Background: an optimization exercise with open tools, aiming at small area, a short achievable clock period and few clock cycles per item. Do not read the settings as production practice. Power is estimated from default activity; no workload was simulated.

==> inputs of run a <==
==> flow/design.v <==
module intensity_kernel(
    input  wire [23:0] rgb,
    output wire [14:0] pr,      
    output wire [15:0] pg,      
    output wire [10:0] pb       
);
    assign pr = 15'd77  * rgb[23:16];
    assign pg = 16'd151 * rgb[15:8];
    assign pb = 11'd7   * rgb[7:0];
endmodule
module intensity_sum(
    input  wire [14:0] pr,
    input  wire [15:0] pg,
    input  wire [10:0] pb,
    output wire [7:0]  y
);
    wire [15:0] sum = {1'b0, pr} + pg + {3'b000, pb, 2'b00};
    assign y = sum[15:8];
endmodule
module stencil_buf #(
    parameter W = 1280,
    parameter L = 40
) (
    input  wire       clk,
    input  wire       rst_n,
    input  wire       we,
    input  wire [7:0] y_in,
    output wire [7:0] y_m1,
    output wire [7:0] y_m1280,
    output wire [7:0] y_m1281,
    output wire [7:0] y_m1282,
    output wire [7:0] y_m2561
);
    localparam R = W / L;
    localparam NB = 8 * L * R;
    reg [NB-1:0] line1;
    reg [NB-1:0] line2;
    reg [7:0] ya0;    
    reg [7:0] ya1;    
    reg [7:0] yb0;    
    reg [7:0] yb1;    
    reg [7:0] yb2;    
    reg [7:0] yc;     
    reg [11:0] cnt;
    reg        full1;   
    reg        full2;   
    wire [7:0] tap1 = line1[NB-1 -: 8];
    wire [7:0] tap2 = line2[NB-1 -: 8];
    integer r, i;
    always @(posedge clk) begin
        for (r = 0; r < R; r = r + 1) begin
            for (i = 1; i < L; i = i + 1) begin
                line1[(r*L+i)*8 +: 8] <= line1[(r*L+i-1)*8 +: 8];
                line2[(r*L+i)*8 +: 8] <= line2[(r*L+i-1)*8 +: 8];
            end
            if (we) begin
                line1[(r*L)*8 +: 8] <= (r == 0) ? y_in : line1[((r-1)*L+L-1)*8 +: 8];
                line2[(r*L)*8 +: 8] <= (r == 0) ? yb0  : line2[((r-1)*L+L-1)*8 +: 8];
            end else begin
                line1[(r*L)*8 +: 8] <= line1[(r*L+L-1)*8 +: 8];
                line2[(r*L)*8 +: 8] <= line2[(r*L+L-1)*8 +: 8];
            end
        end
    end
    always @(posedge clk or negedge rst_n) begin
        if (!rst_n) begin
            ya0   <= 8'hff;
            ya1   <= 8'hff;
            yb0   <= 8'hff;
            yb1   <= 8'hff;
            yb2   <= 8'hff;
            yc    <= 8'hff;
            cnt   <= 12'd0;
            full1 <= 1'b0;
            full2 <= 1'b0;
        end else if (we) begin
            ya0 <= y_in;
            ya1 <= ya0;
            yb0 <= full1 ? tap1 : 8'hff;
            yb1 <= yb0;
            yb2 <= yb1;
            yc  <= full2 ? tap2 : 8'hff;
            if (!full2) cnt <= cnt + 12'd1;
            if (cnt == W - 1) full1 <= 1'b1;
            if (cnt == 2 * W) full2 <= 1'b1;
        end
    end
    assign y_m1    = ya1;
    assign y_m1280 = yb0;
    assign y_m1281 = yb1;
    assign y_m1282 = yb2;
    assign y_m2561 = yc;
endmodule
module sharpening_kernel(
    input  wire [7:0]  c,       
    input  wire [7:0]  up,      
    input  wire [7:0]  dn,      
    input  wire [7:0]  lf,      
    input  wire [7:0]  rt,      
    output wire signed [10:0] detail
);
    assign detail = $signed({1'b0, c, 2'b00}) -
                    $signed({3'b000, up} + {3'b000, dn} + {3'b000, lf} + {3'b000, rt});
endmodule
module sharpening_clamp(
    input  wire [23:0] rgb,
    input  wire signed [10:0] detail,
    output wire [23:0] sharp
);
    function [7:0] addclamp(input [7:0] v, input signed [10:0] d);
        reg signed [11:0] t;
        begin
            t = $signed({4'b0000, v}) + d;
            if (t[11]) addclamp = 8'd0;
            else if (t[10:8] != 3'b000) addclamp = 8'd255;
            else addclamp = t[7:0];
        end
    endfunction
    assign sharp = {addclamp(rgb[23:16], detail), addclamp(rgb[15:8], detail), addclamp(rgb[7:0], detail)};
endmodule
module sharpening_hw(clk, rst_n, s_axis_tdata, s_axis_tvalid, s_axis_tuser, s_axis_tlast, s_axis_tready, m_axis_tdata, m_axis_tvalid, m_axis_tuser, m_axis_tlast, m_axis_tready, hwsw_sel);
    input wire clk;
    input wire rst_n;
    input wire [23:0] s_axis_tdata;
    input wire s_axis_tvalid;
    input wire s_axis_tuser;
    input wire s_axis_tlast;
    output wire s_axis_tready;
    output wire [23:0] m_axis_tdata;
    output wire m_axis_tvalid;
    output wire m_axis_tuser;
    output wire m_axis_tlast;
    input wire m_axis_tready;
    input wire hwsw_sel;
    localparam W = 1280;
    localparam L = 40;
    reg        va, vb, v3, v4, ov, kv;
    reg [25:0] da, db, d3, d4;       
    reg [14:0] pra;
    reg [15:0] pga;
    reg [10:0] pba;
    reg [7:0]  yb;
    reg signed [10:0] det4;
    reg [49:0] od, kd;               
    reg [5:0]  ph;                   
    reg        started;
    reg        adv;                  
    reg        proc;                 
    wire [14:0] pr;
    wire [15:0] pg;
    wire [10:0] pb;
    intensity_kernel ik0(.rgb(s_axis_tdata), .pr(pr), .pg(pg), .pb(pb));
    wire [7:0] ysum;
    intensity_sum is0(.pr(pra), .pg(pga), .pb(pba), .y(ysum));
    wire [7:0] n_dn, n_rt, n_c, n_lf, n_up;
    stencil_buf #(.W(W), .L(L)) sb0(
        .clk(clk), .rst_n(rst_n), .we(proc), .y_in(yb),
        .y_m1(n_dn), .y_m1280(n_rt), .y_m1281(n_c), .y_m1282(n_lf), .y_m2561(n_up));
    wire signed [10:0] det;
    sharpening_kernel ek0(.c(n_c), .up(n_up), .dn(n_dn), .lf(n_lf), .rt(n_rt), .detail(det));
    wire [23:0] sharp4;
    sharpening_clamp ec0(.rgb(d4[23:0]), .detail(det4), .sharp(sharp4));
    wire [49:0] res4 = {d4[25:24], sharp4, d4[23:0]};
    wire pop  = ov & m_axis_tready;
    wire in_o = v4 & ~kv;
    wire load_o = ~ov | pop;
    wire       kv_n = load_o ? 1'b0 : (kv | in_o);
    wire       vb_n = adv ? va : vb;
    wire       ph_hold = proc | (~started & (ph == 6'd0));
    wire [5:0] ph_n = ph_hold ? ph : ((ph == L - 1) ? 6'd0 : ph + 6'd1);
    wire       ok_n = (ph_n == 6'd0) & ~kv_n;
    always @(posedge clk or negedge rst_n) begin
        if (!rst_n) begin
            va <= 1'b0;
            vb <= 1'b0;
            v3 <= 1'b0;
            v4 <= 1'b0;
            ov <= 1'b0;
            kv <= 1'b0;
            ph <= 6'd0;
            started <= 1'b0;
            adv <= 1'b1;
            proc <= 1'b0;
        end else begin
            if (adv) begin
                va <= s_axis_tvalid;
                vb <= va;
            end
            if (~kv) begin
                v3 <= proc;
                v4 <= v3;
            end
            if (proc) started <= 1'b1;
            ph <= ph_n;
            ov <= load_o ? (kv | in_o) : 1'b1;
            kv <= kv_n;
            adv  <= ~vb_n | ok_n;
            proc <= vb_n & ok_n;
        end
    end
    always @(posedge clk) begin
        if (adv) begin
            da  <= {s_axis_tuser, s_axis_tlast, s_axis_tdata};
            pra <= pr;
            pga <= pg;
            pba <= pb;
            db  <= da;
            yb  <= ysum;
        end
        if (~kv) begin
            d3   <= db;
            d4   <= d3;
            det4 <= det;
        end
        if (load_o) od <= kv ? kd : res4;
        else if (in_o) kd <= res4;
    end
    assign s_axis_tready = adv;
    assign m_axis_tvalid = ov;
    assign m_axis_tuser  = od[49];
    assign m_axis_tlast  = od[48];
    assign m_axis_tdata  = hwsw_sel ? od[47:24] : od[23:0];
endmodule
==> flow/run.sh <==
#!/bin/bash
# synth_recipe.tcl (not shown) runs the flow's synth.tcl, then flattens the netlist and writes it again
# the make line also repeats each setting of config.mk as NAME=value (left out here)
make -C /OpenROAD-flow-scripts/flow DESIGN_CONFIG=/design/flow/config.mk WORK_HOME=/design/flow/orfs CLKGATE_MAP_FILE= SYNTH_SCRIPT=/design/flow/synth_recipe.tcl finish
==> flow/config.mk <==
export PLATFORM = sky130hd
export DESIGN_NAME = sharpening_hw
export DESIGN_NICKNAME = sharpening_hw
export VERILOG_FILES = /design/flow/design.v
export SDC_FILE = /design/flow/constraint.sdc
export NUM_CORES = 8
export LEC_CHECK = 0
export CAP_MARGIN = 20
export CORE_MARGIN = 2
export CORE_UTILIZATION = 55
export SETUP_SLACK_MARGIN = 2.2
export SLEW_MARGIN = 20
==> flow/constraint.sdc <==
create_clock -name core_clock -period 5.0 [get_ports {clk}]
set_input_delay 1.0000 -clock core_clock [delete_from_list [all_inputs] [get_ports {clk}]]
set_output_delay 1.0000 -clock core_clock [all_outputs]
set_load 0.01 [all_outputs]
==> inputs of run b, as changes to run a <==
==> flow/design.v, changed modules only <==
module stencil_buf #(
    parameter W = 1280,
    parameter L = 40
) (
    input  wire       clk,
    input  wire       rst_n,
    input  wire       we,
    input  wire [7:0] y_in,
    output wire signed [10:0] d_p,
    output wire [8:0] d_q
);
    localparam R = W / L;
    localparam NB = 8 * L * R;
    reg [NB-1:0] line1;
    reg [NB-1:0] line2;
    reg [7:0] ya0;    
    reg [7:0] yb0;    
    reg [7:0] yb1;    
    reg signed [10:0] dp;    
    reg [8:0]  dq;           
    reg [11:0] cnt;
    reg        full1;   
    reg        full2;   
    wire [7:0] tap1 = line1[NB-1 -: 8];
    wire [7:0] tap2 = line2[NB-1 -: 8];
    wire [7:0] t1m = full1 ? tap1 : 8'hff;
    wire [7:0] t2m = full2 ? tap2 : 8'hff;
    integer r, i;
    always @(posedge clk) begin
        for (r = 0; r < R; r = r + 1) begin
            for (i = 1; i < L; i = i + 1) begin
                line1[(r*L+i)*8 +: 8] <= line1[(r*L+i-1)*8 +: 8];
                line2[(r*L+i)*8 +: 8] <= line2[(r*L+i-1)*8 +: 8];
            end
            if (we) begin
                line1[(r*L)*8 +: 8] <= (r == 0) ? y_in : line1[((r-1)*L+L-1)*8 +: 8];
                line2[(r*L)*8 +: 8] <= (r == 0) ? yb0  : line2[((r-1)*L+L-1)*8 +: 8];
            end else begin
                line1[(r*L)*8 +: 8] <= line1[(r*L+L-1)*8 +: 8];
                line2[(r*L)*8 +: 8] <= line2[(r*L+L-1)*8 +: 8];
            end
        end
    end
    always @(posedge clk or negedge rst_n) begin
        if (!rst_n) begin
            ya0   <= 8'hff;
            yb0   <= 8'hff;
            yb1   <= 8'hff;
            dp    <= 11'sd0;
            dq    <= 9'd0;
            cnt   <= 12'd0;
            full1 <= 1'b0;
            full2 <= 1'b0;
        end else if (we) begin
            ya0 <= y_in;
            yb0 <= t1m;
            yb1 <= yb0;
            dp  <= $signed({1'b0, yb0, 2'b00}) - $signed({3'b000, ya0} + {3'b000, yb1});
            dq  <= {1'b0, t1m} + {1'b0, t2m};
            if (!full2) cnt <= cnt + 12'd1;
            if (cnt == W - 1) full1 <= 1'b1;
            if (cnt == 2 * W) full2 <= 1'b1;
        end
    end
    assign d_p = dp;
    assign d_q = dq;
endmodule
module sharpening_kernel(
    input  wire signed [10:0] d_p,    
    input  wire [8:0]  d_q,           
    output wire signed [10:0] detail
);
    assign detail = d_p - $signed({2'b00, d_q});
endmodule
module sharpening_hw(clk, rst_n, s_axis_tdata, s_axis_tvalid, s_axis_tuser, s_axis_tlast, s_axis_tready, m_axis_tdata, m_axis_tvalid, m_axis_tuser, m_axis_tlast, m_axis_tready, hwsw_sel);
    input wire clk;
    input wire rst_n;
    input wire [23:0] s_axis_tdata;
    input wire s_axis_tvalid;
    input wire s_axis_tuser;
    input wire s_axis_tlast;
    output wire s_axis_tready;
    output wire [23:0] m_axis_tdata;
    output wire m_axis_tvalid;
    output wire m_axis_tuser;
    output wire m_axis_tlast;
    input wire m_axis_tready;
    input wire hwsw_sel;
    localparam W = 1280;
    localparam L = 40;
    reg        va, vb, v3, v4, ov, kv;
    reg [25:0] da, db, d3, d4;       
    reg [14:0] pra;
    reg [15:0] pga;
    reg [10:0] pba;
    reg [7:0]  yb;
    reg signed [10:0] det4;
    reg [49:0] od, kd;               
    reg [5:0]  ph;                   
    reg        started;
    reg        adv;                  
    reg        proc;                 
    wire [14:0] pr;
    wire [15:0] pg;
    wire [10:0] pb;
    intensity_kernel ik0(.rgb(s_axis_tdata), .pr(pr), .pg(pg), .pb(pb));
    wire [7:0] ysum;
    intensity_sum is0(.pr(pra), .pg(pga), .pb(pba), .y(ysum));
    wire signed [10:0] n_p;
    wire [8:0] n_q;
    stencil_buf #(.W(W), .L(L)) sb0(
        .clk(clk), .rst_n(rst_n), .we(proc), .y_in(yb), .d_p(n_p), .d_q(n_q));
    wire signed [10:0] det;
    sharpening_kernel ek0(.d_p(n_p), .d_q(n_q), .detail(det));
    wire [23:0] sharp4;
    sharpening_clamp ec0(.rgb(d4[23:0]), .detail(det4), .sharp(sharp4));
    wire [49:0] res4 = {d4[25:24], sharp4, d4[23:0]};
    wire pop  = ov & m_axis_tready;
    wire in_o = v4 & ~kv;
    wire load_o = ~ov | pop;
    wire       kv_n = load_o ? 1'b0 : (kv | in_o);
    wire       vb_n = adv ? va : vb;
    wire       ph_hold = proc | (~started & (ph == 6'd0));
    wire [5:0] ph_n = ph_hold ? ph : ((ph == L - 1) ? 6'd0 : ph + 6'd1);
    wire       ok_n = (ph_n == 6'd0) & ~kv_n;
    always @(posedge clk or negedge rst_n) begin
        if (!rst_n) begin
            va <= 1'b0;
            vb <= 1'b0;
            v3 <= 1'b0;
            v4 <= 1'b0;
            ov <= 1'b0;
            kv <= 1'b0;
            ph <= 6'd0;
            started <= 1'b0;
            adv <= 1'b1;
            proc <= 1'b0;
        end else begin
            if (adv) begin
                va <= s_axis_tvalid;
                vb <= va;
            end
            if (~kv) begin
                v3 <= proc;
                v4 <= v3;
            end
            if (proc) started <= 1'b1;
            ph <= ph_n;
            ov <= load_o ? (kv | in_o) : 1'b1;
            kv <= kv_n;
            adv  <= ~vb_n | ok_n;
            proc <= vb_n & ok_n;
        end
    end
    always @(posedge clk) begin
        if (adv) begin
            da  <= {s_axis_tuser, s_axis_tlast, s_axis_tdata};
            pra <= pr;
            pga <= pg;
            pba <= pb;
            db  <= da;
            yb  <= ysum;
        end
        if (~kv) begin
            d3   <= db;
            d4   <= d3;
            det4 <= det;
        end
        if (load_o) od <= kv ? kd : res4;
        else if (in_o) kd <= res4;
    end
    assign s_axis_tready = adv;
    assign m_axis_tvalid = ov;
    assign m_axis_tuser  = od[49];
    assign m_axis_tlast  = od[48];
    assign m_axis_tdata  = hwsw_sel ? od[47:24] : od[23:0];
endmodule
Settings changed: ABC_CLOCK_PERIOD_IN_PS set to 2500, CORE_UTILIZATION 55 to 80, CTS_CLUSTER_DIAMETER set to 80, CTS_CLUSTER_SIZE set to 24, SETUP_SLACK_MARGIN 2.2 to 2.5.
==> inputs of run c, as changes to run a <==
==> flow/design.v, changed modules only <==
module intensity_kernel(
    input  wire [23:0] rgb,
    output wire [7:0]  y
);
    wire [15:0] sum = 16'd77 * rgb[23:16] + 16'd151 * rgb[15:8] + 16'd28 * rgb[7:0];
    assign y = sum[15:8];
endmodule
module stencil_buf #(
    parameter W = 1280,
    parameter L = 40
) (
    input  wire       clk,
    input  wire       rst_n,
    input  wire       we,
    input  wire [7:0] y_in,
    output wire [7:0] y_m1,
    output wire [7:0] y_m1280,
    output wire [7:0] y_m1281,
    output wire [7:0] y_m1282,
    output wire [7:0] y_m2561
);
    localparam R = W / L;
    localparam NB = 8 * L * R;
    reg [NB-1:0] line1;
    reg [NB-1:0] line2;
    reg [7:0] ya;     
    reg [7:0] yb1;    
    reg [7:0] yb2;    
    reg [11:0] cnt;
    reg        full1;   
    reg        full2;   
    wire [7:0] tap1 = line1[NB-1 -: 8];
    wire [7:0] tap2 = line2[NB-1 -: 8];
    wire [7:0] t1m = full1 ? tap1 : 8'hff;
    wire [7:0] t2m = full2 ? tap2 : 8'hff;
    integer r, i;
    always @(posedge clk) begin
        for (r = 0; r < R; r = r + 1) begin
            for (i = 1; i < L; i = i + 1) begin
                line1[(r*L+i)*8 +: 8] <= line1[(r*L+i-1)*8 +: 8];
                line2[(r*L+i)*8 +: 8] <= line2[(r*L+i-1)*8 +: 8];
            end
            if (we) begin
                line1[(r*L)*8 +: 8] <= (r == 0) ? y_in : line1[((r-1)*L+L-1)*8 +: 8];
                line2[(r*L)*8 +: 8] <= (r == 0) ? yb1  : line2[((r-1)*L+L-1)*8 +: 8];
            end else begin
                line1[(r*L)*8 +: 8] <= line1[(r*L+L-1)*8 +: 8];
                line2[(r*L)*8 +: 8] <= line2[(r*L+L-1)*8 +: 8];
            end
        end
    end
    always @(posedge clk or negedge rst_n) begin
        if (!rst_n) begin
            ya    <= 8'hff;
            yb1   <= 8'hff;
            yb2   <= 8'hff;
            cnt   <= 12'd0;
            full1 <= 1'b0;
            full2 <= 1'b0;
        end else if (we) begin
            ya  <= y_in;
            yb1 <= t1m;
            yb2 <= yb1;
            if (!full2) cnt <= cnt + 12'd1;
            if (cnt == W - 1) full1 <= 1'b1;
            if (cnt == 2 * W) full2 <= 1'b1;
        end
    end
    assign y_m1    = ya;
    assign y_m1280 = t1m;
    assign y_m1281 = yb1;
    assign y_m1282 = yb2;
    assign y_m2561 = t2m;
endmodule
module sharpening_hw(clk, rst_n, s_axis_tdata, s_axis_tvalid, s_axis_tuser, s_axis_tlast, s_axis_tready, m_axis_tdata, m_axis_tvalid, m_axis_tuser, m_axis_tlast, m_axis_tready, hwsw_sel);
    input wire clk;
    input wire rst_n;
    input wire [23:0] s_axis_tdata;
    input wire s_axis_tvalid;
    input wire s_axis_tuser;
    input wire s_axis_tlast;
    output wire s_axis_tready;
    output wire [23:0] m_axis_tdata;
    output wire m_axis_tvalid;
    output wire m_axis_tuser;
    output wire m_axis_tlast;
    input wire m_axis_tready;
    input wire hwsw_sel;
    localparam W = 1280;
    localparam L = 40;
    reg        v0, v1, v3, ov, kv;
    reg [25:0] d0;               
    reg [25:0] d1;
    reg [7:0]  y1;
    reg [25:0] d3;
    reg signed [10:0] det3;
    reg [49:0] od, kd;           
    reg [5:0]  ph;
    reg        started;
    wire stall = kv;
    wire proc  = v1 & (ph == 6'd0) & ~stall;
    wire e1    = ~v1 | proc;
    wire e0    = ~v0 | e1;
    assign s_axis_tready = e0;
    wire [7:0] y0;
    intensity_kernel ik0(.rgb(d0[23:0]), .y(y0));
    wire [7:0] n_dn, n_rt, n_c, n_lf, n_up;
    stencil_buf #(.W(W), .L(L)) sb0(
        .clk(clk), .rst_n(rst_n), .we(proc), .y_in(y1),
        .y_m1(n_dn), .y_m1280(n_rt), .y_m1281(n_c), .y_m1282(n_lf), .y_m2561(n_up));
    wire signed [10:0] det;
    sharpening_kernel ek0(.c(n_c), .up(n_up), .dn(n_dn), .lf(n_lf), .rt(n_rt), .detail(det));
    wire [23:0] sharp3;
    sharpening_clamp ec0(.rgb(d3[23:0]), .detail(det3), .sharp(sharp3));
    wire [49:0] res3 = {d3[25:24], sharp3, d3[23:0]};
    wire pop = ov & m_axis_tready;
    wire in3 = v3 & ~stall;
    always @(posedge clk or negedge rst_n) begin
        if (!rst_n) begin
            v0 <= 1'b0;
            v1 <= 1'b0;
            v3 <= 1'b0;
            ov <= 1'b0;
            kv <= 1'b0;
            ph <= 6'd0;
            started <= 1'b0;
        end else begin
            if (e0) v0 <= s_axis_tvalid;
            if (e1) v1 <= v0;
            if (~stall) v3 <= proc;
            if (proc) started <= 1'b1;
            if (~proc & (started | (ph != 6'd0)))
                ph <= (ph == L - 1) ? 6'd0 : ph + 6'd1;
            if (~ov | pop) begin
                ov <= kv | in3;
                kv <= 1'b0;
            end else if (in3) begin
                kv <= 1'b1;
            end
        end
    end
    always @(posedge clk) begin
        if (e0) d0 <= {s_axis_tuser, s_axis_tlast, s_axis_tdata};
        if (e1) begin
            d1 <= d0;
            y1 <= y0;
        end
        if (~stall) begin
            d3 <= d1;
            det3 <= det;
        end
        if (~ov | pop) od <= kv ? kd : res3;
        else if (in3) kd <= res3;
    end
    assign m_axis_tvalid = ov;
    assign m_axis_tuser  = od[49];
    assign m_axis_tlast  = od[48];
    assign m_axis_tdata  = hwsw_sel ? od[47:24] : od[23:0];
endmodule
// module intensity_sum removed
Settings changed: SETUP_SLACK_MARGIN 2.2 to not set.
==> comparison table <==
metric	run c	run a	run b
Worst setup path start	d0[20]$_DFFE_PP_	sb0.yc[1]$_DFFE_PN1P_	-
Required time reported for the critical path endpoint	5.96 ns	5.90 ns	-
RSZ-0062 raised after global routing	yes	yes	-
Number of optimization iterations in the first detailed-route pass	5	7	-
Highest routing layer actually used	met4	met5	-
Number of antenna violations at the first check in global routing	6	27	-
Run status	finished with violations	no timing/DRC/antenna violations	stopped before the end
Failing step	-	-	detailed placement
Violated checks	negative setup slack	-	-
Final design area excluding fillers	508000 um2	512000 um2	-
FF-to-FF path depth	24	15	-
Sequential Power Share	50.9%	52.8%	-
Non-Filler Instances	37.1k	36.3k	-
Number of remaining DRC errors	0	0	-
Synthesized netlist net count	23.5k	22.7k	22.7k
H-tree depth reported by CTS	7	7	-
No functional check of the RTL was part of any run of this note.

-- what the ideal ports hide --
How much do the figures lean on ideal ports? The routed layouts below were timed once more, with nothing changed but the port constraints. Step 1 sets driving cells, clkbuf_16 on the clock port and buf_2 on the other inputs (assumed; they add their load-dependent delay and slew). Step 2 moves the port delays by t, midway between the first and last clock arrival at a register: inputs arrive t later, outputs are due t later. That takes back most of the time a late clock gives input paths. a / b / c = ideal / step 1 / step 2; a / b = the first two.
| run | t (ns) | slack for setup (ns) | worst hold slack (ns) | clock arrival spread, ns | worst data-port slew with drivers (ns) |
|---|---|---|---|---|---|
| run a | 1.324 | 1.171 / 1.171 / 0.279 | 0.148 / 0.083 / 0.250 | 0.156 / 0.156 | 0.15 |
| run c | 1.331 | -1.400 / -1.400 / -1.400 | 0.267 / 0.267 / 0.267 | 0.121 / 0.122 | 0.09 |
For run a, which loses most, drivers alone change the setup slack by 0.000 ns; drivers and shift together by -0.892 ns.
